Background: an optimization exercise with open tools, aiming at small area and a short achievable clock period. Do not read the settings as production practice.
The RTL was checked by simulation tests, not by an equivalence proof against the original design.

## flow/design.v (module list and top-level ports; edited modules follow where they fit)
// module full_adder: 10 lines
// module final_adder: 244 lines
// module fp32_unpacker: 20 lines
// module fp32_aligner: 18 lines
// module wallace_tree_8_inputs: 507 lines
// module fp32_normalizer_rounder: 471 lines
// module fp32_packer: 14 lines
// module fp32_adder_tree_8_inputs: 841 lines
module fp32_adder_tree_8_inputs (
    input wire clk,
    input wire rst_n,
    input wire [127:0] dvr_fp32addtree8to1_s0,
    input wire [127:0] dvr_fp32addtree8to1_s1,
    input wire [2:0] cru_fp32addtree8to1,
    output wire [127:0] dr_fp32addtree8to1_d
);
  // ...
==> flow/flow/run.sh <==
#!/bin/bash
# Layout flow: ORFS, with two changes to its synthesis script and a setup
# margin for timing repair.
#  - synthesis: Yosys's generic synth step runs without its quick ABC pass, so
#    the full adders written in the RTL reach extract_fa as written (no
#    inverters around them); the final ABC mapping uses flow/abc.script.
#  - layout: standard steps; repair_timing aims at SETUP_SLACK_MARGIN; the
#    port buffers are the platform's smallest buffer.
# Each tool's output goes to ORFS's own logs (orfs/logs/...); make's output to flow.log.
set -euo pipefail
HERE=$(pwd)
FL=$HERE/flow
source $FL/params.sh
sed -e 's#^source \$::env(SCRIPTS_DIR)/synth_preamble.tcl#&\nset abc_args [lreplace $abc_args 1 1 '"$FL"'/abc.script]#' \
    -e 's#synth -top \$::env(DESIGN_NAME) -run fine: {\*}\$synth_full_args#& -noabc#' \
    $FLOW_HOME/scripts/synth.tcl > $HERE/my_synth.tcl
grep -q -- '-noabc' $HERE/my_synth.tcl
grep -q 'abc.script\]' $HERE/my_synth.tcl
sed -e "s#source \$::env(SCRIPTS_DIR)/synth.tcl#source $HERE/my_synth.tcl#" synth_recipe.tcl > my_synth_recipe.tcl
grep -q my_synth.tcl my_synth_recipe.tcl
sed -e "s#SYNTH_SCRIPT=[^ ]*#SYNTH_SCRIPT=$HERE/my_synth_recipe.tcl#" standard.sh > my_standard.sh
grep -q my_synth_recipe.tcl my_standard.sh
export SETUP_SLACK_MARGIN=$MARGIN
# every port still gets a buffer, the smallest one
export BUFFER_PORTS_ARGS="${PORTBUF:--buffer_cell sky130_fd_sc_hd__buf_1}"
bash my_standard.sh finish > flow.log 2>&1
==> flow/flow/abc.script <==
strash
dch
map -B 0.9
strash
dch
map -B 0.9
topo
stime -c
buffer -c
upsize -c
dnsize -c
==> flow/flow/params.sh <==
MARGIN=35
export POST_GLOBAL_ROUTE_TCL=$FL/recover.tcl
==> flow/flow/recover.tcl <==
# Sourced by ORFS after global routing (POST_GLOBAL_ROUTE_TCL), with the
# global-route parasitics estimated.
# Area recovery: try each upsized cell at smaller drive strengths, keep the
# change if the worst setup slack and the slew/capacitance checks do not get worse.
proc rec_wns {} { return [sta::worst_slack_cmd max] }
set db [ord::get_db]
set block [ord::get_db_block]
set wns0 [rec_wns]
set viol0 [expr {[sta::max_slew_violation_count] + [sta::max_capacitance_violation_count]}]
puts "recover: start WNS $wns0 viol $viol0"
set masters {}
foreach lib [$db getLibs] { foreach m [$lib getMasters] { lappend masters [$m getName] } }
set tried 0; set changed 0
foreach inst [$block getInsts] {
  set mname [[$inst getMaster] getName]
  if {![regexp {^sky130_fd_sc_hd__(.+)_(\d+)$} $mname -> base drv]} continue
  if {$drv <= 1} continue
  if {[regexp {^(df|sdf|edf|dl|clk|tap|fill|decap|conb|lpflow|probe)} $base]} continue
  set cands {}
  foreach d {0 1 2 4 6 8 12 16} {
    if {$d >= $drv} break
    set c "sky130_fd_sc_hd__${base}_$d"
    if {[lsearch -exact $masters $c] >= 0} { lappend cands $c }
  }
  foreach c $cands {
    incr tried
    set iname [$inst getName]
    replace_cell $iname $c
    set w [rec_wns]
    set v [expr {[sta::max_slew_violation_count] + [sta::max_capacitance_violation_count]}]
    if {$w >= $wns0 - 1e-12 && $v <= $viol0} { incr changed; break }
    replace_cell $iname $mname
  }
}
puts "recover: tried $tried changed $changed WNS [rec_wns]"
==> flow/standard.sh <==
#!/bin/bash
# synth_recipe.tcl (not shown) runs the flow's synth.tcl, then flattens the netlist and writes it again
# the make line also repeats each setting of config.mk as NAME=value (left out here)
make -C /OpenROAD-flow-scripts/flow DESIGN_CONFIG=/design/flow/config.mk WORK_HOME=/design/flow/orfs CLKGATE_MAP_FILE= SYNTH_SCRIPT=/design/flow/synth_recipe.tcl "${@:-finish}"
==> flow/config.mk <==
export PLATFORM = sky130hd
export DESIGN_NAME = fp32_adder_tree_8_inputs
export DESIGN_NICKNAME = fp32_adder_tree_8_inputs
export VERILOG_FILES = /design/flow/design.v
export SDC_FILE = /design/flow/constraint.sdc
export NUM_CORES = 8
export LEC_CHECK = 0
export ABC_AREA = 1
export CAP_MARGIN = 20
export CORE_MARGIN = 2
export CORE_UTILIZATION = 40
export SLEW_MARGIN = 20
==> flow/constraint.sdc <==
create_clock -name core_clock -period 64.0 [get_ports {clk}]
set_input_delay 12.8000 -clock core_clock [delete_from_list [all_inputs] [get_ports {clk}]]
set_output_delay 12.8000 -clock core_clock [all_outputs]
set_load 0.01 [all_outputs]
==> results.py, run 1 <==
metrics = {
    "global_routing": {
        "grt_max_degree": 42,
        "overflow": 0,
        "grt_antenna_before_repair": 7,
        "met3_usage_pct": 3.537,
    },
    "yosys": {
        "yosys.area_share.simple_pct": 35.19,
        "synthTopCellsByCount": "nand2_1 (1452), o21ai_0 (729), nor2_1 (523)",
        "yosysSeqAreaShare_pct": 2.804,
        "synth_top_area_share_pct": 17.45,
        "yosysMostFrequentCell": "nand2_1",
    },
    "drt": {
        "drc": 0,
    },
    "critical_path": {
        "critPathMaxStageDelay_ns": 0.85,
        "crit_path_start_kind": "primary input",
        "startpoint": "dvr_fp32addtree8to1_s1[45]",
        "slowest_stage": "buf_1",
    },
    "sta": {
        "slew_violations": 60,
        "setup_ws_ns": 33.08,
        "worst_slew_pin_slew_ns": 1.669,
        "slew_headroom_pct": -11.29,
    },
    "final_layout": {
        "max_flop_register": "sum_qn",
        "buffers": 488,
        "largest_register_ff_count": 32,
        "post-route-util_pct": 43.09,
        "top_regs": "sum_qn x32, seg_q x2, valid_q x1",
        "finalNonFillerCells": 6588,
        "bufAreaShareNonClock_pct": 5.699,
        "fillers": 8758,
        "finalInstanceArea_mm2": 0.03333,
    },
    "clock_tree": {
        "cts_setup_buffers": 13,
        "cts_root_buf": "clkbuf_16",
        "cts.sinks": 35,
        "cts_buffers": 5,
    },
    "placed_design": {
        "io_buffers": 388,
    },
    "flow_run": {
        "drv_cap": 4,
    },
    "run_status": {
        "status": "finished with violations",
        "so.violations": "capacitance limit, slew limit",
    },
    "floorplanning": {
        "io_pins": 389,
    },
}
==> inputs of run 2 (changes only) <==
==> flow/flow/abc.script (replaced) <==
strash
dch
map -B 0.9
strash
dch
map -B 0.9 -a
topo
stime -c
buffer -c
upsize -c
dnsize -c
==> flow/flow/params.sh (replaced) <==
MARGIN=36
==> flow/flow/recover.tcl (replaced) <==
# Sourced by ORFS after global routing (POST_GLOBAL_ROUTE_TCL), with the
# global-route parasitics estimated.
# Area recovery: try each upsized cell at smaller drive strengths and keep the
# change if the worst setup slack does not get worse, the cell's own worst slack
# stays at least REC_GUARD ns above it, and no slew/capacitance check fails.
proc rec_wns {} { return [expr {[sta::worst_slack_cmd max] * 1e9}] }
proc rec_inst_slack {iname} {
  set s 1e30
  foreach p [get_pins -of_objects [get_cells $iname]] {
    set v [get_property $p slack_max]
    if {$v ne "" && $v < $s} { set s $v }
  }
  return $s
}
set guard [expr {[info exists ::env(REC_GUARD)] ? $::env(REC_GUARD) : 1.0}]
set db [ord::get_db]
set block [ord::get_db_block]
set wns0 [rec_wns]
set viol0 [expr {[sta::max_slew_violation_count] + [sta::max_capacitance_violation_count]}]
puts "recover: start WNS $wns0 viol $viol0 guard $guard"
set masters {}
foreach lib [$db getLibs] { foreach m [$lib getMasters] { lappend masters [$m getName] } }
set tried 0; set changed 0
foreach inst [$block getInsts] {
  set mname [[$inst getMaster] getName]
  if {![regexp {^sky130_fd_sc_hd__(.+)_(\d+)$} $mname -> base drv]} continue
  if {$drv <= 1} continue
  if {[regexp {^(df|sdf|edf|dl|clk|tap|fill|decap|conb|lpflow|probe)} $base]} continue
  set iname [$inst getName]
  if {[rec_inst_slack $iname] < $wns0 + $guard} continue
  set cands {}
  foreach d {0 1 2 4 6 8 12 16} {
    if {$d >= $drv} break
    set c "sky130_fd_sc_hd__${base}_$d"
    if {[lsearch -exact $masters $c] >= 0} { lappend cands $c }
  }
  foreach c $cands {
    incr tried
    replace_cell $iname $c
    set w [rec_wns]
    set v [expr {[sta::max_slew_violation_count] + [sta::max_capacitance_violation_count]}]
    if {$w >= $wns0 - 1e-6 && $v <= $viol0 && [rec_inst_slack $iname] >= $wns0 + $guard} { incr changed; break }
    replace_cell $iname $mname
  }
}
puts "recover: tried $tried changed $changed WNS [rec_wns]"
==> run 2 against run 1 <==
  * Now clean on timing, DRC and antenna
  * Flip-flop and latch count stayed put
  * Critical path type unchanged
  * Via count is 0.51% higher
  * Highest routed layer unchanged
  * Fmax is 7.7% higher
==> results.py, run 2 <==
metrics = {
    "run_status": {
        "status": "timing/DRC/antenna clean",
    },
    "final_layout": {
        "nets": 6055,
        "largest_register_ff_count": 32,
        "post-route-util_pct": 52.11,
        "multiInputGateArea_mm2": 0.02834,
        "register_area_um2": 875.8,
        "mostFrequentLayoutCells": "nand2_1 (1073), o21ai_0 (673), nor2_1 (424)",
        "max_flop_register": "sum_qn",
        "top_regs": "sum_qn x32, seg_q x2, valid_q x1",
        "layout_commonest_cell": "nand2_1",
        "fillers": 7477,
        "drive_above_1_share_pct": 20.24,
        "area_growth_pct": 28.43,
    },
    "yosys": {
        "netlist_top_cells_area": "fa_1 (16%), nand2_1 (14%), o21ai_0 (14%)",
        "synth_top_family_by_area": "simple AND/OR/NAND/NOR gates",
        "synth_nets": 5480,
        "synth_flop_cell": "dfrtp_1",
        "yosys.area_share.simple_pct": 27.47,
        "yosysSeqAreaShare_pct": 2.949,
        "yosysMostFrequentCell": "nand2_1",
        "avgSynthCellArea_um2": 6.119,
        "synth_cell_type_count": 83,
        "ys_ff_latch": 35,
        "synthTopCellsByCount": "nand2_1 (1110), o21ai_0 (803), nor2_1 (463)",
        "synth_top_area_share_pct": 15.64,
        "synth_edf_count": 0,
        "ys_async_sr_fraction_pct": 100.0,
        "yosys_warnings": 1,
        "synth_fa_ha_area_share_pct": 21.24,
        "synth_compound_area_share_pct": 23.32,
        "yosys.area.top_type": "fa_1",
        "synth_xor_area_share_pct": 11.00,
        "synthMuxAreaShare_pct": 3.673,
        "synth_cells": 4854,
        "netlist_area_mm2": 0.02970,
    },
    "drt": {
        "drt_iter0_markers": 3739,
        "drt-total-wl_um": 140000,
        "routedWlPerCell_um": 21.89,
        "num_vias": 36450,
        "antenna_left": 0,
        "first_pass_iters": 6,
        "drc": 0,
        "vias_per_cell": 5.698,
    },
    "floorplanning": {
        "initial_utilization_pct": 40.57,
        "num_rows": 99,
        "die_h_um": 276.5,
        "io_pins": 389,
        "design.die.area_mm2": 0.07646,
        "core_mm2": 0.07321,
        "chipWidth_um": 276.5,
    },
    "hold_path": {
        "hp-class": "in -> reg",
        "hp-start": "cru_fp32addtree8to1[0]",
        "min_to": "seg_q[0]",
        "holdPathStages": 1,
    },
    "sta": {
        "slew_headroom_pct": 23.95,
        "slew_violations": 0,
        "post-route-period-util_pct": 44.85,
        "fin_setup_tns_ns": 0,
        "finalCriticalPeriod_ns": 28.71,
        "fmaxAchievable_mhz": 34.84,
        "setup_viol_count_final": 0,
        "worst_slew_pin_slew_ns": 1.139,
        "hold_violations": 0,
    },
    "critical_path": {
        "end_kind": "register",
        "crit_top_cell": "nand2_4",
        "cp_max_fo": 8,
        "arrival_ns": 28.86,
        "crit_type": "in -> reg",
        "cp.required_ns": 64.15,
        "critPathMaxStageDelay_ns": 0.59,
        "crit_path_start_kind": "primary input",
        "slowest_stage": "fa_2",
    },
    "clock_tree": {
        "cts_tree": "yes",
        "cts.sinks": 35,
        "cts_buffers": 5,
        "cts_hold_buf": 0,
        "cts_setup_buffers": 265,
        "h-tree-depth": 2,
        "clkSlewWorstSetupHoldPaths_ns": 0.05,
        "cts_root_buf": "clkbuf_16",
        "cts_repair_resize_count": 580,
        "clockBufferDepth": 2,
    },
    "placed_design": {
        "io_buffers": 388,
        "place.gp.congestion": 1.037,
        "hpwl_um": 108800,
    },
    "global_routing": {
        "grt_antenna_before_repair": 9,
        "grt_max_degree": 45,
        "grt_pass1_wl_um": 205400,
        "grt_pass1_vias": 34230,
        "grt_use_total_pct": 34.40,
        "overflow": 0,
    },
    "flow_run": {
        "drv_cap": 0,
    },
}
[run 2: changes by cell type in the layout (fill, tap and decap cells not counted), moves of 67 or more]
cell / change
nor2_1: -120
nand3_1: -212
nand2_1: -408
inv_1: -89
buf_4: +332
inv_2: +67
buf_1: -108
[run 2: critical path: cells and delay by family]
| kind | cells | cell delay, ns |
|---|---|---|
| AO/OA/AOI/OAI | 26 | 4.98 |
| XOR/XNOR | 3 | 0.63 |
| adder cells (fa/ha/maj) | 8 | 3.11 |
| buffers and inverters | 24 | 2.59 |
| multiplexers | 2 | 0.37 |
| AND/OR/NAND/NOR | 38 | 4.29 |
[run 2: cell type report]
cell class	count	area share (%)
repair buffers	785	13.41
diodes	8	0.05248
well taps	959	3.145
inverters	509	5.694
multi-input cells	4059	74.28
clock buffers	8	0.4100
repair inverters	34	0.7085
flip-flops and latches	35	2.296
[run 2: per-layer routing]
layer | wire [um] | share of wire, % | GRT usage (%) | up-vias
met3 | 11070 | 7.9 | 4.369 | 346
met1 | 57640 | 41 | 45.29 | 17220
met4 | 6996 | 5.0 | 14.03 | 4
met2 | 64300 | 46 | 56.86 | 1667
li1 | - | - | - | 17220
met5 | 26 | 0.019 | 0 | -
[run 2: per-stage QoR]
stage          hold WS, ns  instance area (um^2)  worst slack (ns)  instances
3_3_place_gp         12.91                 31600             30.36       5975
2_1_floorplan        12.50                 29790             36.01       4854
6_report             12.62                 38150             35.29       6397
4_1_cts              12.62                 36280             35.59       6297
3_5_place_dp         12.90                 31640             30.24       5976
[run 2: worst max path at each step]
stage	startpoint	to	slack, ns	cells after the start
after global placement	dvr_fp32addtree8to1_s1[89]	sum_qn[15]	30.36	89
after detailed placement	dvr_fp32addtree8to1_s1[89]	sum_qn[2]	30.24	89
after CTS	dvr_fp32addtree8to1_s1[94]	sum_qn[2]	35.59	94
after floorplan	dvr_fp32addtree8to1_s1[123]	sum_qn[15]	36.01	99
final	dvr_fp32addtree8to1_s1[23]	sum_qn[2]	35.29	101
[run 2: logic make-up (layout without fill, tap and decap cells)]
family,Yosys count,after routing
compound gates,1265,1270
xor+xnor,373,374
fa+ha+maj,365,365
buf+inv,773,1336
flops,35,35
mux,109,109
other cells,0,8
simple gates,1934,1941
==> inputs of run 3 (changes only) <==
==> flow/flow/abc.script (replaced) <==
strash
dch
map -B 0.9
strash
dc2
dch
map -B 0.9
topo
stime -c
buffer -c
upsize -c
dnsize -c
==> run 3 against run 2 <==
  * Synthesized cell count is 4.4% higher
  * Non-clock buffer count is 225 lower
  * Die area grew 3.3%
  * Utilization is 5.4 points lower
  * Global-route usage decreased by 3.4 points
  * Clock-buffer cell count is 3 lower
  * Still clean on timing, DRC and antenna
  * Cell area down 7.0%
  * Setup slack gained 1.5 ns
  * Critical endpoint is now sum_qn[9]
==> results.py, run 3 <==
metrics = {
    "run_status": {
        "status": "timing/DRC/antenna clean",
    },
    "yosys": {
        "avgSynthCellArea_um2": 6.059,
        "yosys_warnings": 1,
        "synthTopCellsByCount": "nand2_1 (1299), o21ai_0 (695), inv_1 (492)",
        "synth_nets": 5694,
        "synth_cell_type_count": 69,
        "synth_edf_count": 0,
        "netlist_area_mm2": 0.03071,
        "synth_top_area_share_pct": 15.88,
        "netlist_top_cells_area": "nand2_1 (16%), fa_1 (15%), o21ai_0 (11%)",
        "yosysSeqAreaShare_pct": 2.852,
        "synth_cells": 5068,
        "yosys.area.top_type": "nand2_1",
        "ys_ff_latch": 35,
        "synth_flop_cell": "dfrtp_1",
        "yosysMostFrequentCell": "nand2_1",
        "ys_async_sr_fraction_pct": 100.0,
    },
    "floorplanning": {
        "core_mm2": 0.07595,
        "design.die.area_mm2": 0.07900,
        "chipWidth_um": 281.1,
        "initial_utilization_pct": 40.43,
        "io_pins": 389,
        "num_rows": 101,
        "die_h_um": 281.1,
    },
    "final_layout": {
        "multiInputGateArea_mm2": 0.02796,
        "area_growth_pct": 15.56,
        "top_regs": "sum_qn x32, seg_q x2, valid_q x1",
        "drive_above_1_share_pct": 10.92,
        "finalNonFillerCells": 6434,
        "register_area_um2": 875.8,
        "nets": 6028,
        "max_flop_register": "sum_qn",
        "fillers": 8249,
        "layout_commonest_cell": "nand2_1",
        "finalInstanceArea_mm2": 0.03549,
        "mostFrequentLayoutCells": "nand2_1 (1282), o21ai_0 (652), inv_1 (476)",
        "largest_register_ff_count": 32,
    },
    "drt": {
        "wl_met2_um": 60340,
        "drt-total-wl_um": 130900,
        "vias_per_cell": 5.426,
        "num_vias": 34910,
        "routedWlPerCell_um": 20.34,
        "wl_met3_um": 9279,
        "drt_iter0_markers": 3267,
        "drc": 0,
        "dr.max_layer_used": "met5",
        "wl_met1_um": 54420,
        "antenna_left": 0,
        "first_pass_iters": 7,
    },
    "critical_path": {
        "arrival_ns": 27.46,
        "slowest_stage": "fa_1",
        "end_kind": "register",
        "cp_max_fo": 12,
        "crit_path_start_kind": "primary input",
        "critPathMaxStageDelay_ns": 0.54,
        "cp.required_ns": 64.21,
        "crit_type": "in -> reg",
        "crit_top_cell": "nand2_1",
    },
    "sta": {
        "post-route-period-util_pct": 42.58,
        "slew_headroom_pct": 25.38,
        "fmaxAchievable_mhz": 36.70,
        "setup_viol_count_final": 0,
        "finalCriticalPeriod_ns": 27.25,
        "fin_setup_tns_ns": 0,
        "hold_violations": 0,
        "setup_ws_ns": 36.75,
        "slew_violations": 0,
        "worst_slew_pin_slew_ns": 1.117,
    },
    "clock_tree": {
        "cts_setup_buffers": 24,
        "cts.sinks": 35,
        "cts_root_buf": "clkbuf_16",
        "clockBufferDepth": 2,
        "cts_repair_resize_count": 92,
        "cts_hold_buf": 0,
        "cts_tree": "yes",
        "cts_buffers": 5,
        "h-tree-depth": 2,
        "clkSlewWorstSetupHoldPaths_ns": 0.05,
    },
    "placed_design": {
        "io_buffers": 388,
        "place.gp.congestion": 1.050,
        "hpwl_um": 107700,
        "placed_area_mm2": 0.03270,
        "dp_cells": 6265,
        "dpl_worst_slack_ns": 33.70,
    },
    "global_routing": {
        "overflow": 0,
        "grt_use_total_pct": 31.04,
        "grt_max_degree": 42,
        "grt_pass1_wl_um": 189400,
        "grt_pass1_vias": 31600,
        "grt_antenna_before_repair": 8,
    },
    "flow_run": {
        "drv_cap": 0,
    },
    "hold_path": {
        "hp-class": "in -> async",
    },
}
run 3: worst paths after layout:
path	from	slack (ns)	to	cells past startpoint
max	dvr_fp32addtree8to1_s1[30]	36.75	sum_qn[9]	94
min in group core_clock	cru_fp32addtree8to1[0]	12.63	seg_q[0]	1
max in group asynchronous	rst_n	50.86	sum_qn[3]	1
min	rst_n	12.62	seg_q[0]	1
run 3: through the flow:
stage | hold slack (ns) | util, %
floorplan | 12.50 | -
global placement | 12.91 | 43.05
detailed placement | 12.91 | 43.05
CTS | 12.63 | 43.96
finish | 12.62 | 46.72
run 3: worst max-delay path: cells and delay by family:
| kind | cells | cell delay (ns) |
|---|---|---|
| AND/OR/NAND/NOR | 54 | 5.91 |
| adder cells (fa/ha/maj) | 9 | 3.86 |
| AO/OA/AOI/OAI | 18 | 2.77 |
| buffers and inverters | 10 | 1.20 |
| XOR/XNOR | 3 | 0.83 |
run 3: metal layers:
layer  GRT usage [%]  vias up
met2           52.53     1315
met1           40.54    16090
li1                -    17250
met4           9.914       14
met3           4.398      245
met5               0        -
run 3: final cells by class:
cell class                 count  area share [%]
timing repair inverter        12          0.2292
antenna                        1        0.007052
tap                         1030           3.632
clock buffer                   5          0.3526
inverter                     538           6.026
timing repair buffer         560           8.360
clock inverter                 3          0.1234
multi-input combinational   4250           78.80
sequential                    35           2.468
run 3: cell families (layout without fill, tap and decap cells):
| logic type | after synthesis | in the layout | share of synthesized area [%] |
|---|---|---|---|
| AND/OR/NAND/NOR | 2264 | 2278 | 31.77 |
| AO/OA/AOI/OAI | 1091 | 1091 | 19.28 |
| buffers and inverters | 797 | 1118 | 10.21 |
| adder cells (fa/ha/maj) | 365 | 365 | 20.54 |
| XOR/XNOR | 362 | 362 | 10.32 |
| multiplexers | 154 | 154 | 5.020 |
| flip-flops | 35 | 35 | 2.852 |
| other | 0 | 1 | 0 |
==> inputs of run 4 (changes only) <==
==> flow/flow/abc.script (replaced) <==
strash
dc2
dch
map -B 0.9
strash
dc2
dch
map -B 0.9
topo
stime -c
buffer -c
upsize -c
dnsize -c
==> run 4 against run 3 <==
  * Die area shrank 0.43%
  * Sequential share of layout area decreased by 0.074 points
  * Critical path depth grew 35
  * Clock-buffer cell count grew 3
  * Utilization increased by 1.5 points
  * Still clean
  * Flip-flop and latch count unchanged
  * Synthesized cell count is 0.75% higher
  * Cell area increased by 3.1%
  * Critical path type unchanged
  * Global-route usage decreased by 0.42 points
==> results.py, run 4 <==
metrics = {
    "run_status": {
        "status": "timing/DRC/antenna clean",
    },
    "final_layout": {
        "mostFrequentLayoutCells": "nand2_1 (1311), o21ai_0 (682), inv_1 (488)",
        "max_flop_register": "sum_qn",
        "area_growth_pct": 19.65,
        "layout_commonest_cell": "nand2_1",
        "nets": 6115,
        "drive_above_1_share_pct": 14.35,
        "largest_register_ff_count": 32,
        "top_regs": "sum_qn x32, seg_q x2, valid_q x1",
    },
    "global_routing": {
        "grt_pass1_wl_um": 188600,
        "grt_use_total_pct": 30.62,
        "grt_antenna_before_repair": 9,
        "grt_max_degree": 45,
        "overflow": 0,
        "grt_pass1_vias": 32660,
    },
    "floorplanning": {
        "chipWidth_um": 280.5,
        "die_h_um": 280.5,
        "design.die.area_mm2": 0.07867,
        "core_mm2": 0.07582,
        "io_pins": 389,
        "initial_utilization_pct": 40.33,
        "num_rows": 101,
    },
    "clock_tree": {
        "cts_buffers": 5,
        "cts_hold_buf": 0,
        "cts.sinks": 35,
        "h-tree-depth": 2,
        "cts_setup_buffers": 104,
        "cts_root_buf": "clkbuf_16",
        "cts_tree": "yes",
        "cts_repair_resize_count": 348,
        "clkSlewWorstSetupHoldPaths_ns": 0.05,
        "clockBufferDepth": 2,
    },
    "sta": {
        "slew_headroom_pct": 22.88,
        "worst_slew_pin_slew_ns": 1.148,
        "post-route-period-util_pct": 43.62,
        "hold_violations": 0,
        "setup_viol_count_final": 0,
        "fin_setup_tns_ns": 0,
        "fmaxAchievable_mhz": 35.82,
        "finalCriticalPeriod_ns": 27.91,
        "setup_ws_ns": 36.09,
        "slew_violations": 0,
    },
    "critical_path": {
        "end_kind": "register",
        "cp.required_ns": 64.21,
        "cp_max_fo": 10,
        "crit_top_cell": "nand2_1",
        "arrival_ns": 28.13,
        "slowest_stage": "fa_2",
        "crit_type": "in -> reg",
        "critPathMaxStageDelay_ns": 0.70,
        "crit_path_start_kind": "primary input",
    },
    "yosys": {
        "synth_top_family_by_area": "simple AND/OR/NAND/NOR gates",
        "synth_cell_type_count": 72,
        "synth_nets": 5732,
        "synth_xor_area_share_pct": 10.42,
        "synthMuxAreaShare_pct": 5.074,
        "netlist_top_cells_area": "nand2_1 (17%), fa_1 (15%), o21ai_0 (12%)",
        "avgSynthCellArea_um2": 5.988,
        "ys_async_sr_fraction_pct": 100.0,
        "netlist_area_mm2": 0.03058,
        "yosysSeqAreaShare_pct": 2.865,
        "yosys.area.top_type": "nand2_1",
        "synth_fa_ha_area_share_pct": 20.63,
        "ys_ff_latch": 35,
        "synth_cells": 5106,
        "synth_flop_cell": "dfrtp_1",
        "synth_compound_area_share_pct": 19.24,
        "synthTopCellsByCount": "nand2_1 (1372), o21ai_0 (736), inv_1 (514)",
        "synth_top_area_share_pct": 16.84,
        "synth_edf_count": 0,
        "yosysMostFrequentCell": "nand2_1",
        "yosys_warnings": 1,
        "yosys.area_share.simple_pct": 31.09,
    },
    "placed_design": {
        "dpl_worst_slack_ns": 32.45,
        "io_buffers": 388,
        "place.gp.congestion": 1.081,
        "hpwl_um": 103900,
    },
    "drt": {
        "drt-total-wl_um": 127800,
        "antenna_left": 0,
        "num_vias": 35740,
        "drc": 0,
        "routedWlPerCell_um": 19.74,
        "vias_per_cell": 5.522,
        "drt_iter0_markers": 3314,
        "first_pass_iters": 8,
    },
    "hold_path": {
        "hp-start": "cru_fp32addtree8to1[2]",
        "holdPathStages": 1,
        "min_to": "valid_q",
        "hp-class": "in -> reg",
    },
    "flow_run": {
        "drv_cap": 0,
    },
}
==> run 4: worst max path at each step <==
stage                          startpoint         end  slack (ns)  cells after the start
2_1_floorplan  dvr_fp32addtree8to1_s1[94]  sum_qn[25]       36.48                    123
6_report       dvr_fp32addtree8to1_s1[75]   sum_qn[8]       36.09                    129
4_1_cts        dvr_fp32addtree8to1_s1[13]   sum_qn[9]       36.00                    130
3_5_place_dp   dvr_fp32addtree8to1_s1[13]   sum_qn[2]       32.45                    117
3_3_place_gp   dvr_fp32addtree8to1_s1[13]  sum_qn[10]       32.64                    117
==> run 4: cells by family after synthesis <==
kind of cell | after synthesis
flip-flops | 35
buffers and inverters | 834
adder cells (fa/ha/maj) | 365
AO/OA/AOI/OAI | 1090
XOR/XNOR | 362
AND/OR/NAND/NOR | 2265
multiplexers | 155
==> run 4: layout make-up <==
type | instances | area [um^2]
Tap cell | 978 | 1224
Clock buffer | 8 | 156.4
Timing Repair Buffer | 604 | 3376
Sequential cell | 35 | 875.8
Inverter | 568 | 2296
Fill cell | 8036 | 39240
Multi-Input combinational cell | 4254 | 28490
Timing Repair inverter | 21 | 156.4
Antenna cell | 4 | 10.01
==> run 4: routing by layer <==
metal	track usage [%]	share of wire (%)	wire, um	vias up
li1	-	-	-	17310
met1	39.10	41	52000	16390
met2	50.96	46	58220	1682
met3	3.231	7.5	9571	341
met4	15.96	6.2	7952	8
met5	0	0.038	49	-
==> run 4: metrics by stage <==
stage	cell area, um^2	hold WS (ns)	cells	util, %
2_1_floorplan	30580	12.50	5106	-
3_3_place_gp	32440	12.90	6242	42.78
3_5_place_dp	32440	12.90	6242	42.79
4_1_cts	34980	12.60	6385	46.14
6_report	36590	12.61	6472	48.25
==> run 4: critical path: cells and delay by family <==
family                   cells  cell delay (ns)
AND/OR/NAND/NOR             91             8.42
adder cells (fa/ha/maj)      7             3.11
AO/OA/AOI/OAI               13             1.62
buffers and inverters       14             1.47
XOR/XNOR                     4             0.65
==> inputs of run 5 (changes only) <==
--- a/flow/flow/abc.script
+++ b/flow/flow/abc.script
@@ -1,2 +1,5 @@
+strash
+dch
+map -B 0.9
 strash
 dc2
==> run 5 against run 4 <==
  * Wire length grew 4.5%
  * Synthesized cell count shrank 1.7%
  * Setup slack gained 0.12 ns
  * Sequential share of layout area shrank 0.085 points
  * Clock-buffer cell count shrank 2
  * Utilization grew 1.9 points
  * Global-route usage grew 1.2 points
  * Critical path depth shrank 30
  * Critical path type unchanged
  * Worst hold slack gained 0.0098 ns
  * Non-clock buffer count grew 72
  * Die area shrank 0.71%
  * Fmax grew 0.44%
==> results.py, run 5 <==
metrics = {
    "run_status": {
        "status": "timing/DRC/antenna clean",
    },
    "critical_path": {
        "arrival_ns": 28.00,
        "slowest_stage": "fa_2",
        "crit_type": "in -> reg",
        "end_kind": "register",
        "crit_path_start_kind": "primary input",
        "cp.required_ns": 64.21,
        "critPathMaxStageDelay_ns": 0.57,
        "endpoint": "sum_qn[5]",
        "cp_max_fo": 16,
        "startpoint": "dvr_fp32addtree8to1_s1[75]",
        "crit_top_cell": "nand2_1",
    },
    "final_layout": {
        "nets": 6107,
        "largest_register_ff_count": 32,
        "finalInstanceArea_mm2": 0.03794,
        "area_growth_pct": 24.97,
        "post-route-util_pct": 50.20,
        "top_regs": "sum_qn x32, seg_q x2, valid_q x1",
        "mostFrequentLayoutCells": "nand2_1 (1196), o21ai_0 (636), inv_1 (494)",
        "finalNonFillerCells": 6460,
        "max_flop_register": "sum_qn",
        "layout_commonest_cell": "nand2_1",
        "drive_above_1_share_pct": 18.08,
        "fillers": 7907,
    },
    "yosys": {
        "avgSynthCellArea_um2": 6.051,
        "netlist_top_cells_area": "nand2_1 (16%), fa_1 (15%), o21ai_0 (12%)",
        "synth_cell_type_count": 70,
        "yosysSeqAreaShare_pct": 2.885,
        "synthTopCellsByCount": "nand2_1 (1270), o21ai_0 (728), inv_1 (527)",
        "synth_top_area_share_pct": 15.70,
        "synth_nets": 5643,
        "ys_ff_latch": 35,
        "synth_edf_count": 0,
        "yosysMostFrequentCell": "nand2_1",
        "netlist_area_mm2": 0.03036,
        "synth_flop_cell": "dfrtp_1",
        "ys_async_sr_fraction_pct": 100.0,
        "yosys_warnings": 1,
        "synth_cells": 5017,
        "yosys.area.top_type": "nand2_1",
    },
    "clock_tree": {
        "cts_repair_resize_count": 318,
        "cts_root_buf": "clkbuf_16",
        "h-tree-depth": 2,
        "clockBufferDepth": 2,
        "cts_buffers": 5,
        "cts_setup_buffers": 96,
        "cts_tree": "yes",
        "cts_hold_buf": 0,
        "clkSlewWorstSetupHoldPaths_ns": 0.05,
        "cts.sinks": 35,
    },
    "floorplanning": {
        "die_h_um": 279.5,
        "io_pins": 389,
        "core_mm2": 0.07557,
        "chipWidth_um": 279.5,
        "design.die.area_mm2": 0.07811,
        "num_rows": 101,
        "initial_utilization_pct": 40.17,
    },
    "global_routing": {
        "gr-max-usage-layer": "met2",
        "met3_usage_pct": 3.620,
        "grt_antenna_before_repair": 7,
        "grt_pass1_wl_um": 194000,
        "grt_pass1_vias": 32540,
        "use_met2_pct": 52.58,
        "grt_use_total_pct": 31.80,
        "overflow": 0,
        "grt_max_degree": 43,
        "use_met1_pct": 43.15,
    },
    "drt": {
        "drt_iter0_markers": 3663,
        "routedWlPerCell_um": 20.67,
        "vias_per_cell": 5.606,
        "drt-total-wl_um": 133500,
        "drc": 0,
        "antenna_left": 0,
        "num_vias": 36210,
        "first_pass_iters": 8,
    },
    "sta": {
        "worst_slew_pin_slew_ns": 1.084,
        "finalCriticalPeriod_ns": 27.79,
        "hold_violations": 0,
        "holdWs_ns": 12.62,
        "fin_setup_tns_ns": 0,
        "fmaxAchievable_mhz": 35.98,
        "setup_viol_count_final": 0,
        "slew_headroom_pct": 27.75,
        "post-route-period-util_pct": 43.43,
        "slew_violations": 0,
    },
    "placed_design": {
        "place.gp.congestion": 1.056,
        "hpwl_um": 107700,
        "placed_area_mm2": 0.03243,
        "dp_cells": 6184,
        "io_buffers": 388,
    },
    "flow_run": {
        "drv_cap": 0,
    },
    "hold_path": {
        "hp-class": "in -> async",
    },
}
## run 5: how the worst min path moves through the flow
stage,from,to,slack [ns],depth (start not counted)
6_report,rst_n,sum_qn[1],12.62,1
3_5_place_dp,cru_fp32addtree8to1[1],seg_q[1],12.90,1
4_1_cts,cru_fp32addtree8to1[1],seg_q[1],12.62,1
3_3_place_gp,cru_fp32addtree8to1[0],seg_q[0],12.90,1
2_1_floorplan,rst_n,seg_q[0],12.50,0
## run 5: critical path, delay by kind of cell
kind,cells,cell delay [ns]
xor+xnor,3,0.74
fa+ha+maj,9,3.90
simple gates,51,5.31
buf+inv,17,2.09
mux,1,0.30
compound gates,18,2.84
## run 5: final cells by class
type	count	area, um^2	area share (%)
Clock inverter	1	30.03	0.07916
Sequential cell	35	875.8	2.309
Clock buffer	6	128.9	0.3397
Tap cell	978	1224	3.226
Inverter	578	2354	6.204
Timing Repair inverter	18	138.9	0.3661
Timing Repair Buffer	676	4133	10.89
Multi-Input combinational cell	4167	29050	76.58
Antenna cell	1	2.502	0.006597
## run 5: logic make-up (layout without fill, tap and decap cells)
| family | count (synthesis) | count (layout) | share of synthesized area [%] |
|---|---|---|---|
| buf+inv | 830 | 1279 | 10.58 |
| other cells | 0 | 1 | 0 |
| compound gates | 1132 | 1132 | 20.25 |
| flops | 35 | 35 | 2.885 |
| mux | 137 | 137 | 4.518 |
| xor+xnor | 370 | 370 | 10.70 |
| fa+ha+maj | 365 | 365 | 20.78 |
| simple gates | 2148 | 2163 | 30.29 |
## run 5: through the flow
stage	worst slack, ns
CTS	36.00
finish	36.21
floorplan	36.27
global placement	32.35
detailed placement	32.20
## run 5: metal layers
layer	routed length, um	part of all wire [%]	vias up
met5	83	0.062	-
met4	6090	4.6	12
met3	8875	6.6	279
met2	60990	46	1507
met1	57480	43	17100
li1	-	-	17310
==> inputs of run 6 (changes only) <==
==> flow/flow/abc.script (replaced) <==
strash
dch
map -B 0.9
mfs
strash
dch
map -B 0.9
topo
stime -c
buffer -c
upsize -c
dnsize -c
==> flow/flow/params.sh (replaced) <==
MARGIN=37
==> run 6 against run 5 <==
  * Still clean
  * Wire length rose by 2.3%
  * Flip-flop and latch count did not move
  * Cell area is 2.2% lower
  * Highest routed layer unchanged
==> results.py, run 6 <==
metrics = {
    "yosys": {
        "ys_async_sr_fraction_pct": 100.0,
        "synth_cell_type_count": 69,
        "netlist_top_cells_area": "nand2_1 (17%), fa_1 (15%), o21ai_0 (12%)",
        "yosysMostFrequentCell": "nand2_1",
        "synth_nets": 5826,
        "synthTopCellsByCount": "nand2_1 (1385), o21ai_0 (737), nor2_1 (508)",
        "yosys.area.top_type": "nand2_1",
        "yosys_warnings": 1,
        "synth_edf_count": 0,
        "yosysSeqAreaShare_pct": 2.833,
        "ys_ff_latch": 35,
        "netlist_area_mm2": 0.03091,
        "avgSynthCellArea_um2": 5.944,
        "synth_top_area_share_pct": 16.82,
        "synth_flop_cell": "dfrtp_1",
        "synth_cells": 5200,
    },
    "critical_path": {
        "critPathMaxStageDelay_ns": 0.62,
        "crit_path_start_kind": "primary input",
        "crit_type": "in -> reg",
        "arrival_ns": 26.69,
        "slowest_stage": "fa_2",
        "cp.required_ns": 64.21,
        "end_kind": "register",
        "cp_max_fo": 17,
        "crit_top_cell": "nand2_1",
    },
    "drt": {
        "drt-total-wl_um": 136600,
        "vias_per_cell": 5.595,
        "drc": 0,
        "routedWlPerCell_um": 20.57,
        "antenna_left": 0,
        "first_pass_iters": 6,
        "drt_iter0_markers": 3901,
        "num_vias": 37140,
    },
    "final_layout": {
        "largest_register_ff_count": 32,
        "mostFrequentLayoutCells": "nand2_1 (1348), o21ai_0 (650), nor2_1 (471)",
        "nets": 6231,
        "area_growth_pct": 19.99,
        "max_flop_register": "sum_qn",
        "layout_commonest_cell": "nand2_1",
        "drive_above_1_share_pct": 13.82,
        "finalNonFillerCells": 6638,
        "top_regs": "sum_qn x32, seg_q x2, valid_q x1",
    },
    "sta": {
        "post-route-period-util_pct": 41.37,
        "slew_violations": 0,
        "setup_viol_count_final": 0,
        "slew_headroom_pct": 18.92,
        "hold_violations": 0,
        "fin_setup_tns_ns": 0,
        "finalCriticalPeriod_ns": 26.48,
        "fmaxAchievable_mhz": 37.76,
        "worst_slew_pin_slew_ns": 1.205,
    },
    "clock_tree": {
        "clkSlewWorstSetupHoldPaths_ns": 0.05,
        "cts.sinks": 35,
        "cts_buffers": 5,
        "cts_root_buf": "clkbuf_16",
        "cts_tree": "yes",
        "cts_setup_buffers": 42,
        "clockBufferDepth": 2,
        "cts_repair_resize_count": 183,
        "h-tree-depth": 2,
        "cts_hold_buf": 0,
    },
    "global_routing": {
        "grt_pass1_vias": 33180,
        "grt_max_degree": 45,
        "overflow": 0,
        "grt_antenna_before_repair": 10,
        "grt_use_total_pct": 32.13,
        "grt_pass1_wl_um": 196900,
    },
    "run_status": {
        "status": "timing/DRC/antenna clean",
    },
    "placed_design": {
        "hpwl_um": 111200,
        "place.gp.congestion": 1.082,
        "io_buffers": 388,
        "dp_cells": 6402,
    },
    "floorplanning": {
        "design.die.area_mm2": 0.07952,
        "initial_utilization_pct": 40.56,
        "io_pins": 389,
        "die_h_um": 282.0,
        "chipWidth_um": 282.0,
        "num_rows": 101,
        "core_mm2": 0.07620,
    },
    "flow_run": {
        "drv_cap": 0,
    },
    "hold_path": {
        "hp-class": "in -> async",
    },
}
-- run 6: cell type report --
class / count / area, um^2
clock buffer: 6 / 138.9
clock inverter: 2 / 35.03
antenna: 2 / 5.005
tap: 1030 / 1289
inverter: 484 / 2053
timing repair buffer: 615 / 3472
timing repair inverter: 28 / 197.7
fill: 8031 / 39110
multi-input combinational: 4436 / 29020
sequential: 35 / 875.8
-- run 6: cells by family after synthesis --
logic type	Yosys count	share of synthesized area, %
AND/OR/NAND/NOR	2499	34.68
multiplexers	114	3.692
adder cells (fa/ha/maj)	365	20.41
AO/OA/AOI/OAI	1079	18.45
flip-flops	35	2.833
XOR/XNOR	367	10.49
buffers and inverters	741	9.447
-- run 6: how the worst max path moves through the flow --
stage                                from          to  slack, ns  depth (start not counted)
3_3_place_gp   dvr_fp32addtree8to1_s1[73]   sum_qn[2]      34.05                         79
2_1_floorplan  dvr_fp32addtree8to1_s1[89]  sum_qn[21]      38.21                         83
6_report       dvr_fp32addtree8to1_s1[59]   sum_qn[2]      37.52                         83
4_1_cts         dvr_fp32addtree8to1_s1[7]   sum_qn[0]      37.01                         89
3_5_place_dp   dvr_fp32addtree8to1_s1[72]   sum_qn[2]      33.69                         79
-- run 6: stage by stage --
step	setup slack, ns	hold WS [ns]	util (%)	cell area [um^2]
3_5_place_dp	33.69	12.91	43.20	32920
4_1_cts	37.01	12.63	44.87	34190
6_report	37.52	12.61	48.67	37090
3_3_place_gp	34.05	12.91	43.18	32910
2_1_floorplan	38.21	12.50	-	30910
-- run 6: worst max-delay path: cells and delay by family --
family	cells	cell delay, ns
buffers and inverters	9	0.98
XOR/XNOR	3	0.77
AO/OA/AOI/OAI	13	2.69
adder cells (fa/ha/maj)	10	4.31
AND/OR/NAND/NOR	48	5.04
-- run 6: per-layer routing --
metal	global-route usage (%)	part of all wire, %
met1	41.05	40
met2	53.39	45
met3	4.781	7.6
met4	14.58	6.5
met5	0	0.071
==> inputs of run 7 (changes only) <==
==> flow/flow/params.sh (replaced) <==
MARGIN=35
==> run 7 against run 6 <==
  * Still clean on timing, DRC and antenna
  * Flip-flop and latch count stayed put
  * Setup slack got worse by 1.5 ns
  * Utilization fell by 4.1 points
  * Global-route usage shrank 0.83 points
  * Synthesized cell count did not move
  * Area after synthesis is the same
  * Worst hold slack improved by 0.0024 ns
  * Non-clock buffer count down 144
  * Fmax down 5.4%
  * Final cell count shrank 2.5%
  * First-iteration DRC count is 0.56% lower
==> results.py, run 7 <==
metrics = {
    "sta": {
        "finalCriticalPeriod_ns": 27.99,
        "slew_violations": 0,
        "fmaxAchievable_mhz": 35.73,
        "setup_viol_count_final": 0,
        "fin_setup_tns_ns": 0,
        "hold_violations": 0,
        "worst_slew_pin_slew_ns": 1.158,
        "slew_headroom_pct": 22.11,
        "post-route-period-util_pct": 43.73,
    },
    "critical_path": {
        "crit_top_cell": "nand2_1",
        "cp.required_ns": 64.15,
        "startpoint": "dvr_fp32addtree8to1_s1[89]",
        "end_kind": "register",
        "cp_max_fo": 26,
        "crit_path_start_kind": "primary input",
        "endpoint": "sum_qn[2]",
        "crit_type": "in -> reg",
        "critPathMaxStageDelay_ns": 0.64,
        "slowest_stage": "fa_1",
        "arrival_ns": 28.13,
    },
    "floorplanning": {
        "chipWidth_um": 282.0,
        "initial_utilization_pct": 40.56,
        "design.die.area_mm2": 0.07952,
        "core_mm2": 0.07620,
        "die_h_um": 282.0,
        "num_rows": 101,
        "io_pins": 389,
    },
    "drt": {
        "drt-total-wl_um": 131800,
        "first_pass_iters": 6,
        "num_vias": 35830,
        "drt_iter0_markers": 3879,
        "vias_per_cell": 5.534,
        "drc": 0,
        "antenna_left": 0,
        "routedWlPerCell_um": 20.36,
    },
    "hold_path": {
        "hp-class": "in -> async",
    },
    "yosys": {
        "netlist_top_cells_area": "nand2_1 (17%), fa_1 (15%), o21ai_0 (12%)",
        "synth_fa_ha_area_share_pct": 20.41,
        "yosys.area.top_type": "nand2_1",
        "synth_nets": 5826,
        "synthTopCellsByCount": "nand2_1 (1385), o21ai_0 (737), nor2_1 (508)",
        "synth_cells": 5200,
        "avgSynthCellArea_um2": 5.944,
        "synth_top_area_share_pct": 16.82,
        "netlist_area_mm2": 0.03091,
        "synth_compound_area_share_pct": 18.45,
        "ys_ff_latch": 35,
        "yosys_warnings": 1,
        "synth_cell_type_count": 69,
        "synthMuxAreaShare_pct": 3.692,
        "synth_top_family_by_area": "simple AND/OR/NAND/NOR gates",
        "ys_async_sr_fraction_pct": 100.0,
        "yosysMostFrequentCell": "nand2_1",
        "yosysSeqAreaShare_pct": 2.833,
        "synth_flop_cell": "dfrtp_1",
        "synth_edf_count": 0,
        "synth_xor_area_share_pct": 10.49,
        "yosys.area_share.simple_pct": 34.68,
    },
    "global_routing": {
        "grt_use_total_pct": 31.31,
        "overflow": 0,
        "grt_pass1_wl_um": 191900,
        "grt_pass1_vias": 32360,
        "grt_max_degree": 45,
        "grt_antenna_before_repair": 9,
    },
    "final_layout": {
        "register_area_um2": 875.8,
        "layout_commonest_cell": "nand2_1",
        "area_growth_pct": 9.848,
        "fillers": 8321,
        "largest_register_ff_count": 32,
        "mostFrequentLayoutCells": "nand2_1 (1378), o21ai_0 (720), nor2_1 (500)",
        "top_regs": "sum_qn x32, seg_q x2, valid_q x1",
        "nets": 6068,
        "finalInstanceArea_mm2": 0.03396,
        "multiInputGateArea_mm2": 0.02742,
        "drive_above_1_share_pct": 6.265,
        "max_flop_register": "sum_qn",
    },
    "clock_tree": {
        "cts_repair_resize_count": 18,
        "clkSlewWorstSetupHoldPaths_ns": 0.05,
        "cts_tree": "yes",
        "cts.sinks": 35,
        "cts_buffers": 5,
        "h-tree-depth": 2,
        "cts_setup_buffers": 0,
        "clockBufferDepth": 2,
        "cts_root_buf": "clkbuf_16",
        "cts_hold_buf": 0,
    },
    "placed_design": {
        "placed_area_mm2": 0.03292,
        "place.gp.congestion": 1.082,
        "hpwl_um": 111200,
        "io_buffers": 388,
    },
    "run_status": {
        "status": "timing/DRC/antenna clean",
    },
    "flow_run": {
        "drv_cap": 0,
    },
}
==> run 7: cell types whose count changed in the layout (fill, tap and decap cells not counted), sizes merged, moves of 5 or more <==
cell,delta
buf,-121
clkbuf,-22
clkinv,-12
nand2,-8
inv,+5
==> run 7: worst min path at each step <==
stage / to / slack [ns] / cells after the start / from
6_report: sum_qn[29] / 12.61 / 1 / rst_n
4_1_cts: seg_q[1] / 12.63 / 1 / cru_fp32addtree8to1[1]
3_5_place_dp: seg_q[1] / 12.91 / 1 / cru_fp32addtree8to1[1]
3_3_place_gp: seg_q[0] / 12.91 / 1 / cru_fp32addtree8to1[0]
2_1_floorplan: seg_q[0] / 12.50 / 0 / rst_n
==> run 7: cell type report <==
cell class / count / share of cell area (%)
multi-input combinational: 4426 / 80.76
timing repair buffer: 471 / 6.320
inverter: 484 / 5.689
tap: 1030 / 3.795
sequential: 35 / 2.579
clock buffer: 6 / 0.4090
timing repair inverter: 19 / 0.3243
clock inverter: 2 / 0.1032
antenna: 2 / 0.01474
==> run 7: kinds of logic after synthesis <==
logic type,Yosys count
xor gates and xnor gates,367
AOI/OAI and AO/OA,1079
adders and majority gates,365
buffers and inverters,741
muxes,114
DFF,35
and+or+nand+nor,2499
==> run 7: worst max-delay path: cells and delay by family <==
family / cells / cell delay (ns)
fa+ha+maj: 8 / 3.59
xor+xnor: 4 / 0.80
buf+inv: 10 / 2.28
simple gates: 47 / 6.01
compound gates: 12 / 2.57
==> run 7: through the flow <==
stage	util [%]	instances	hold WS [ns]	worst slack, ns
after detailed placement	43.20	6402	12.91	33.69
after global placement	43.18	6402	12.91	34.05
after floorplan	-	5200	12.50	38.21
after CTS	43.49	6410	12.63	35.02
final	44.56	6475	12.61	36.01
==> run 7: metal layers <==
metal  vias to the layer above  share of wire (%)  global-route usage (%)  wire (um)
met5                         -              0.069                       0         91
met4                        14                5.3                   13.52       7018
met2                      1497                 46                   51.98      60650
met3                       262                7.0                   4.168       9240
li1                      17490                  -                       -          -
met1                     16570                 42                   40.59      54850
==> inputs of run 8 (changes only) <==
==> flow/flow/params.sh (replaced) <==
MARGIN=36
==> run 8 against run 7 <==
  * Largest cell class unchanged
  * Still clean on timing, DRC and antenna
  * Fmax is 3.1% higher
  * Flip-flop and latch count stayed put
  * Critical path depth is 1 lower
  * Die area stayed put
  * Critical endpoint unchanged
  * Setup slack better by 0.84 ns
  * Critical path type unchanged
==> results.py, run 8 <==
metrics = {
    "run_status": {
        "status": "timing/DRC/antenna clean",
    },
    "sta": {
        "slew_headroom_pct": 23.37,
        "worst_slew_pin_slew_ns": 1.139,
        "post-route-period-util_pct": 42.42,
        "slew_violations": 0,
        "setup_viol_count_final": 0,
        "finalCriticalPeriod_ns": 27.15,
        "hold_violations": 0,
        "fmaxAchievable_mhz": 36.84,
        "fin_setup_tns_ns": 0,
    },
    "yosys": {
        "yosysSeqAreaShare_pct": 2.833,
        "synth_edf_count": 0,
        "yosys_warnings": 1,
        "synthTopCellsByCount": "nand2_1 (1385), o21ai_0 (737), nor2_1 (508)",
        "synth_flop_cell": "dfrtp_1",
        "netlist_area_mm2": 0.03091,
        "netlist_top_cells_area": "nand2_1 (17%), fa_1 (15%), o21ai_0 (12%)",
        "synth_top_area_share_pct": 16.82,
        "yosysMostFrequentCell": "nand2_1",
        "synth_cell_type_count": 69,
        "synth_nets": 5826,
        "yosys.area.top_type": "nand2_1",
        "avgSynthCellArea_um2": 5.944,
        "ys_async_sr_fraction_pct": 100.0,
        "ys_ff_latch": 35,
        "synth_cells": 5200,
    },
    "hold_path": {
        "hp-class": "in -> async",
    },
    "placed_design": {
        "place.gp.congestion": 1.082,
        "placed_area_mm2": 0.03292,
        "io_buffers": 388,
        "dp_cells": 6402,
        "hpwl_um": 111200,
    },
    "clock_tree": {
        "cts.sinks": 35,
        "clockBufferDepth": 2,
        "clkSlewWorstSetupHoldPaths_ns": 0.05,
        "cts_setup_buffers": 11,
        "cts_repair_resize_count": 63,
        "cts_hold_buf": 0,
        "cts_root_buf": "clkbuf_16",
        "h-tree-depth": 2,
        "cts_buffers": 5,
        "cts_tree": "yes",
    },
    "drt": {
        "drt_iter0_markers": 3590,
        "num_vias": 36020,
        "drc": 0,
        "vias_per_cell": 5.551,
        "antenna_left": 0,
        "drt-total-wl_um": 132100,
        "routedWlPerCell_um": 20.36,
        "first_pass_iters": 6,
    },
    "global_routing": {
        "overflow": 0,
        "grt_antenna_before_repair": 9,
        "grt_pass1_wl_um": 193700,
        "grt_max_degree": 45,
        "grt_pass1_vias": 32660,
        "grt_use_total_pct": 31.61,
    },
    "floorplanning": {
        "chipWidth_um": 282.0,
        "die_h_um": 282.0,
        "io_pins": 389,
        "core_mm2": 0.07620,
        "num_rows": 101,
        "initial_utilization_pct": 40.56,
        "design.die.area_mm2": 0.07952,
    },
    "critical_path": {
        "arrival_ns": 27.35,
        "cp_max_fo": 30,
        "crit_top_cell": "nand2_1",
        "cp.required_ns": 64.21,
        "crit_path_start_kind": "primary input",
        "end_kind": "register",
        "crit_type": "in -> reg",
        "critPathMaxStageDelay_ns": 0.68,
        "slowest_stage": "fa_2",
    },
    "final_layout": {
        "max_flop_register": "sum_qn",
        "mostFrequentLayoutCells": "nand2_1 (1373), o21ai_0 (705), nor2_1 (495)",
        "nets": 6083,
        "largest_register_ff_count": 32,
        "top_regs": "sum_qn x32, seg_q x2, valid_q x1",
        "drive_above_1_share_pct": 7.933,
        "layout_commonest_cell": "nand2_1",
        "area_growth_pct": 11.95,
        "finalInstanceArea_mm2": 0.03460,
        "finalNonFillerCells": 6490,
    },
    "flow_run": {
        "drv_cap": 0,
    },
}
-- run 8: cells by family after synthesis --
logic type | synth area share [%]
simple gates | 34.68
compound gates | 18.45
buf+inv | 9.447
xor+xnor | 10.49
fa+ha+maj | 20.41
mux | 3.692
flops | 2.833
-- run 8: per-stage QoR --
stage                     utilization, %  setup WS [ns]  hold WS (ns)
after floorplan                        -          38.21         12.50
after global placement             43.18          34.05         12.91
after detailed placement           43.20          33.69         12.91
after CTS                          43.86          36.01         12.63
final                              45.41          36.85         12.61
-- run 8: cell type report --
class                   count  area [um^2]
fillers                  8294        41600
well taps                1030         1289
clock buffers               6        138.9
flip-flops and latches     35        875.8
multi-input cells        4427        27850
repair buffers            484         2302
diodes                      2        5.005
clock inverters             2        35.03
inverters                 484         1971
repair inverters           20        140.1
-- run 8: metal layers --
layer,part of all wire [%],wire [um],global-route usage (%)
met5,0.079,105,0
met4,5.6,7345,14.01
met3,7.6,10080,4.665
met2,46,60680,52.39
met1,41,53920,40.62
-- run 8: critical path: cells and delay by family --
kind            cells  cell delay (ns)
simple gates       41             5.52
fa+ha+maj           9             3.75
compound gates     15             2.66
buf+inv            10             1.46
xor+xnor            4             0.78
mux                 1             0.32
-- run 8: path summary, 6_finish.rpt --
path	end	from
max	sum_qn[2]	dvr_fp32addtree8to1_s1[93]
min	sum_qn[29]	rst_n
max in group asynchronous	sum_qn[1]	rst_n
min in group core_clock	seg_q[1]	cru_fp32addtree8to1[1]

-- re-timing with driven ports --
In the flow no input, the clock included, has a driving cell. The finished layouts below were timed again as built, in two steps.
Step 1 (the two cells are an assumption about what drives the block):
set clk [get_ports {clk}]
set_driving_cell -lib_cell sky130_fd_sc_hd__clkbuf_16 $clk
set_driving_cell -lib_cell sky130_fd_sc_hd__buf_2 [delete_from_list [all_inputs] $clk]
Step 2, shift: input delay + t, output delay - t, t = (earliest + latest rising clock arrival at the registers) / 2. This alone moves slack from input paths to output paths.
Three values: ideal ports, drivers, drivers and shift; two values: the first two.
run	t, ns	slack for setup (ns)	clock arrival spread, ns	slew at the worst register clock pin (ns)	cell pins on the clock port's net
run 1	0.307	33.079 / 33.030 / 32.723	0.004 / 0.004	0.05 / 0.05	1
run 2	0.304	35.294 / 35.264 / 34.959	0.004 / 0.005	0.05 / 0.05	1
run 3	0.306	36.752 / 36.763 / 36.456	0.006 / 0.007	0.06 / 0.06	1
run 4	0.320	36.086 / 36.102 / 35.782	0.005 / 0.005	0.05 / 0.05	1
run 5	0.309	36.207 / 36.212 / 35.903	0.005 / 0.005	0.05 / 0.05	1
run 6	0.315	37.520 / 37.540 / 37.225	0.006 / 0.007	0.05 / 0.05	1
run 7	0.315	36.013 / 36.027 / 35.712	0.005 / 0.005	0.05 / 0.05	1
run 8	0.314	36.854 / 36.806 / 36.492	0.005 / 0.006	0.05 / 0.05	1
For run 8, which loses most, drivers alone change the setup slack by -0.048 ns; drivers and shift together by -0.362 ns.
